What follows belongs to an exercise in optimizing a design on an open flow for small area; a production flow would make more cautious choices.
Function was checked by simulation only, so behaviour that the tests miss may differ from the original.

==> 04-08: inputs <==
Design main, start of the top module:
module main
(input clk,
input start,
input[9:0] x,
output flag,
output [6:0] hex0, hex1, hex2, hex3);
Settings: LEC_CHECK=0, ABC_AREA=1, CAP_MARGIN=20, CORE_MARGIN=2, CORE_UTILIZATION=40, SLEW_MARGIN=20; clock period 16.0 ns.
standard.sh (not shown) runs the stock make flow with config.mk's settings and CLKGATE_MAP_FILE= SYNTH_SCRIPT=/design/flow/synth_recipe.tcl, a recipe that flattens the netlist after the stock synthesis.
==> flow/flow/run.sh <==
#!/bin/bash
# Standard layout with two changes: after the standard synthesis every
# combinational cell is set to its smallest drive strength (the flow's own
# repair steps size up whatever needs it), and the port buffers are buf_1.
set -euo pipefail
R=orfs/results/$FLOW_PLATFORM/main/base
bash standard.sh synth > synth.log 2>&1
cp $R/1_2_yosys.v 1_2_yosys.std.v
python3 flow/downsize.py $FLOW_HOME/platforms/$FLOW_PLATFORM/lib/sky130_fd_sc_hd__tt_025C_1v80.lib \
    1_2_yosys.std.v $R/1_2_yosys.v > downsize.log 2>&1
bash standard.sh 'BUFFER_PORTS_ARGS=-buffer_cell sky130_fd_sc_hd__buf_1' finish > layout.log 2>&1
==> flow/flow/downsize.py <==
# Rewrites a mapped netlist with each combinational cell X_N replaced by the
# smallest-area drive strength of X that has the same pins. Flip-flops keep
# their cell (their drive strength may change, but is left as is here).
import re, sys
lib, src, dst = sys.argv[1:4]
t = open(lib).read()
cells = {}
for m in re.finditer(r'\n\s*cell\s*\(\s*"?(\w+)"?\s*\)\s*\{', t):
    name = m.group(1)
    body = t[m.end():m.end() + 20000]
    nxt = re.search(r'\n\s*cell\s*\(', body)
    if nxt: body = body[:nxt.start()]
    area = float(re.search(r'area\s*:\s*([\d.]+)', body).group(1))
    pins = tuple(sorted(re.findall(r'\n\s*pin\s*\(\s*"?(\w+)"?\s*\)', body)))
    seq = bool(re.search(r'\bff\s*\(|\blatch\s*\(|statetable', body))
    cells[name] = (area, pins, seq)
dont = set()
def family(n):
    m = re.match(r'(sky130_fd_sc_hd__\w+?)_(\d+)$', n)
    return m.group(1) if m else None
best = {}
for n, (a, p, s) in cells.items():
    f = family(n)
    if f is None or s or 'lpflow' in n or 'probe' in n: continue
    k = (f, p)
    if k not in best or a < cells[best[k]][0]:
        best[k] = n
v = open(src).read()
count = {}
out = []
for line in v.split('\n'):
    m = re.match(r'^(\s*)(sky130_fd_sc_hd__\w+)(\s.*)$', line)
    if m:
        n = m.group(2)
        if n in cells and not cells[n][2]:
            f = family(n)
            if f and not f.endswith('conb'):
                b = best.get((f, cells[n][1]), n)
                if b != n:
                    count[(n, b)] = count.get((n, b), 0) + 1
                    line = m.group(1) + b + m.group(3)
    out.append(line)
open(dst, 'w').write('\n'.join(out))
for (a, b), c in sorted(count.items()):
    print(a, '->', b, c)
==> 02-17 (differences from 04-08) <==
==> flow/flow/run.sh (replaced) <==
#!/bin/bash
# Standard layout with these changes:
#  - synthesis is the standard one except that ABC maps for area with amap
#    (flow/map.abc) and Yosys's full-adder extraction is skipped;
#  - then every combinational cell is set to its smallest drive strength
#    (the flow's own repair steps size up whatever needs it);
#  - the port buffers are buf_1.
set -euo pipefail
R=orfs/results/$FLOW_PLATFORM/main/base
bash flow/mksynth.sh . flow/map.abc synth_recipe.tcl > mksynth.log 2>&1
bash standard.sh SYNTH_SCRIPT=$PWD/my_synth_recipe.tcl ADDER_MAP_FILE= synth > synth.log 2>&1
cp $R/1_2_yosys.v 1_2_yosys.amap.v
python3 flow/downsize.py $FLOW_HOME/platforms/$FLOW_PLATFORM/lib/sky130_fd_sc_hd__tt_025C_1v80.lib \
    1_2_yosys.amap.v $R/1_2_yosys.v > downsize.log 2>&1
bash standard.sh 'BUFFER_PORTS_ARGS=-buffer_cell sky130_fd_sc_hd__buf_1' finish > layout.log 2>&1
==> flow/flow/map.abc (new file) <==
strash
dc2
dch -f
amap
topo
==> flow/flow/mksynth.sh (new file) <==
#!/bin/bash
# mksynth.sh DIR ABC_SCRIPT FLOW_SYNTH_TCL: writes DIR/my_synth.tcl (ORFS's synth.tcl
# with the ABC mapping script replaced) and DIR/my_synth_recipe.tcl (the standard flow's
# synthesis script, sourcing my_synth.tcl instead of ORFS's synth.tcl).
set -euo pipefail
D=$(cd "$1" && pwd); A=$(cd "$(dirname "$2")" && pwd)/$(basename "$2")
sed "s#^\(\s*\)log_cmd abc {\*}\$abc_args#\1log_cmd abc {*}[lreplace \$abc_args 1 1 $A]#" \
    $FLOW_HOME/scripts/synth.tcl > $D/my_synth.tcl
grep -q "lreplace" $D/my_synth.tcl
sed "s#^source \$::env(SCRIPTS_DIR)/synth.tcl#source $D/my_synth.tcl#" "$3" > $D/my_synth_recipe.tcl
grep -q "my_synth.tcl" $D/my_synth_recipe.tcl
==> 02-01 (differences from 04-08) <==
==> flow/flow/run.sh (replaced) <==
#!/bin/bash
# Standard layout with these changes:
#  - synthesis is the standard one except that ABC maps for area with amap
#    (flow/map.abc) and Yosys's full-adder extraction is skipped;
#  - then every combinational cell is set to its smallest drive strength
#    (the flow's own repair steps size up whatever needs it);
#  - the port buffers are buf_1.
set -euo pipefail
R=orfs/results/$FLOW_PLATFORM/main/base
bash flow/mksynth.sh . flow/map.abc synth_recipe.tcl > mksynth.log 2>&1
bash standard.sh SYNTH_SCRIPT=$PWD/my_synth_recipe.tcl ADDER_MAP_FILE= synth > synth.log 2>&1
cp $R/1_2_yosys.v 1_2_yosys.amap.v
python3 flow/downsize.py $FLOW_HOME/platforms/$FLOW_PLATFORM/lib/sky130_fd_sc_hd__tt_025C_1v80.lib \
    1_2_yosys.amap.v $R/1_2_yosys.v > downsize.log 2>&1
bash standard.sh 'BUFFER_PORTS_ARGS=-buffer_cell sky130_fd_sc_hd__buf_1' finish > layout.log 2>&1
==> flow/flow/map.abc (new file) <==
strash
dc2
dch -f
amap
topo
==> flow/flow/mksynth.sh (new file) <==
#!/bin/bash
# mksynth.sh DIR ABC_SCRIPT FLOW_SYNTH_TCL: writes DIR/my_synth.tcl (ORFS's synth.tcl
# with the ABC mapping script replaced) and DIR/my_synth_recipe.tcl (the standard flow's
# synthesis script, sourcing my_synth.tcl instead of ORFS's synth.tcl).
set -euo pipefail
D=$(cd "$1" && pwd); A=$(cd "$(dirname "$2")" && pwd)/$(basename "$2")
sed "s#^\(\s*\)log_cmd abc {\*}\$abc_args#\1log_cmd abc {*}[lreplace \$abc_args 1 1 $A]#" \
    $FLOW_HOME/scripts/synth.tcl > $D/my_synth.tcl
grep -q "lreplace" $D/my_synth.tcl
sed "s#^source \$::env(SCRIPTS_DIR)/synth.tcl#source $D/my_synth.tcl#" "$3" > $D/my_synth_recipe.tcl
grep -q "my_synth.tcl" $D/my_synth_recipe.tcl
--- a/flow/config.mk
+++ b/flow/config.mk
@@ -10,3 +10,6 @@
 export CORE_MARGIN = 2
 export CORE_UTILIZATION = 40
+export CTS_BUF_LIST = sky130_fd_sc_hd__clkbuf_2
+export CTS_CLUSTER_DIAMETER = 200
+export CTS_CLUSTER_SIZE = 30
 export SLEW_MARGIN = 20
==> notes <==
Core utilization: 02-17 > 02-01 > 04-08.
Synthesized cell count: 04-08 is larger than 02-17 (31%).
Fmax, lowest first: 02-01, 04-08, 02-17.
Of 02-01 and 04-08, 04-08 has the higher critical path depth (gap 3).
04-08 completed with no timing, DRC or antenna violations. 02-01 went through all stages and came out clean. 02-17 produced a clean layout.
Of 02-17 and 04-08, 04-08 has the higher wire length (gap about 20%, measured against 04-08).
In 04-08 the area after synthesis is higher than in 02-01, by 29%.
The highest first-iteration DRC count belongs to 04-08, the lowest to 02-01.
==> figures <==
|  | 04-08 | 02-17 | 02-01 |
|---|---|---|---|
| Worst R2R Path Depth | 6 | 5 | 5 |
| Result of the run | no timing/DRC/antenna violations | no timing/DRC/antenna violations | no timing/DRC/antenna violations |
| Final RePlAce weighted congestion | 0.828 | 0.851 | 0.851 |
| Delay contributed by the slowest stage of the critical path | 0.57 ns | 0.40 ns | 0.42 ns |
| Cell area after synthesis | 2370 sq um | 1840 sq um | 1840 sq um |
| Synth Instances | 431 | 330 | 330 |
| Average via count per standard cell | 4.76 | 5.12 | 5.16 |
| Vias in the first global route | 2352 | 1851 | 1856 |
| Tightest Pin Transition | 0.568 ns | 0.678 ns | 0.687 ns |
| Worst-case hold slack | 0.624 ns | 0.590 ns | 0.616 ns |
| Tightest slew margin relative to the limit | 62.0% | 54.6% | 54.0% |
| Maximum number of pins on one net before global-route repair | 18 | 15 | 15 |
| Endpoint of the worst setup timing path | hex1[3] | hex1[4] | hex1[4] |
| Number of placed instances, taps included | 535 | 414 | 414 |

[afterwards: timing with drivers on the ports]
No port has a modelled driver above. Below, the same layouts with a new extraction and two added sets of constraints. Step 1, drivers: a clkbuf_16 drives clk and a buf_2 each remaining input, both assumed. Step 2 times the ports against the registers' clock, not the clock port: input delays grow and output delays shrink by t, the midpoint of the rising clock arrivals with the driver on. a / b / c = ideal / step 1 / step 2; a / b = the first two.
run | t, ns | setup WS [ns] | latest minus earliest clock arrival (ns) | worst register clock-pin slew, ns | cell pins on the clock port's net
04-08 | 0.260 | 3.551 / 3.532 / 3.791 | 0.002 / 0.003 | 0.05 / 0.05 | 1
02-17 | 0.263 | 3.598 / 3.578 / 3.840 | 0.001 / 0.001 | 0.05 / 0.05 | 1
02-01 | 0.276 | 3.489 / 3.471 / 3.746 | 0.005 / 0.005 | 0.12 / 0.12 | 1
After both steps setup and hold are still met in every run listed.
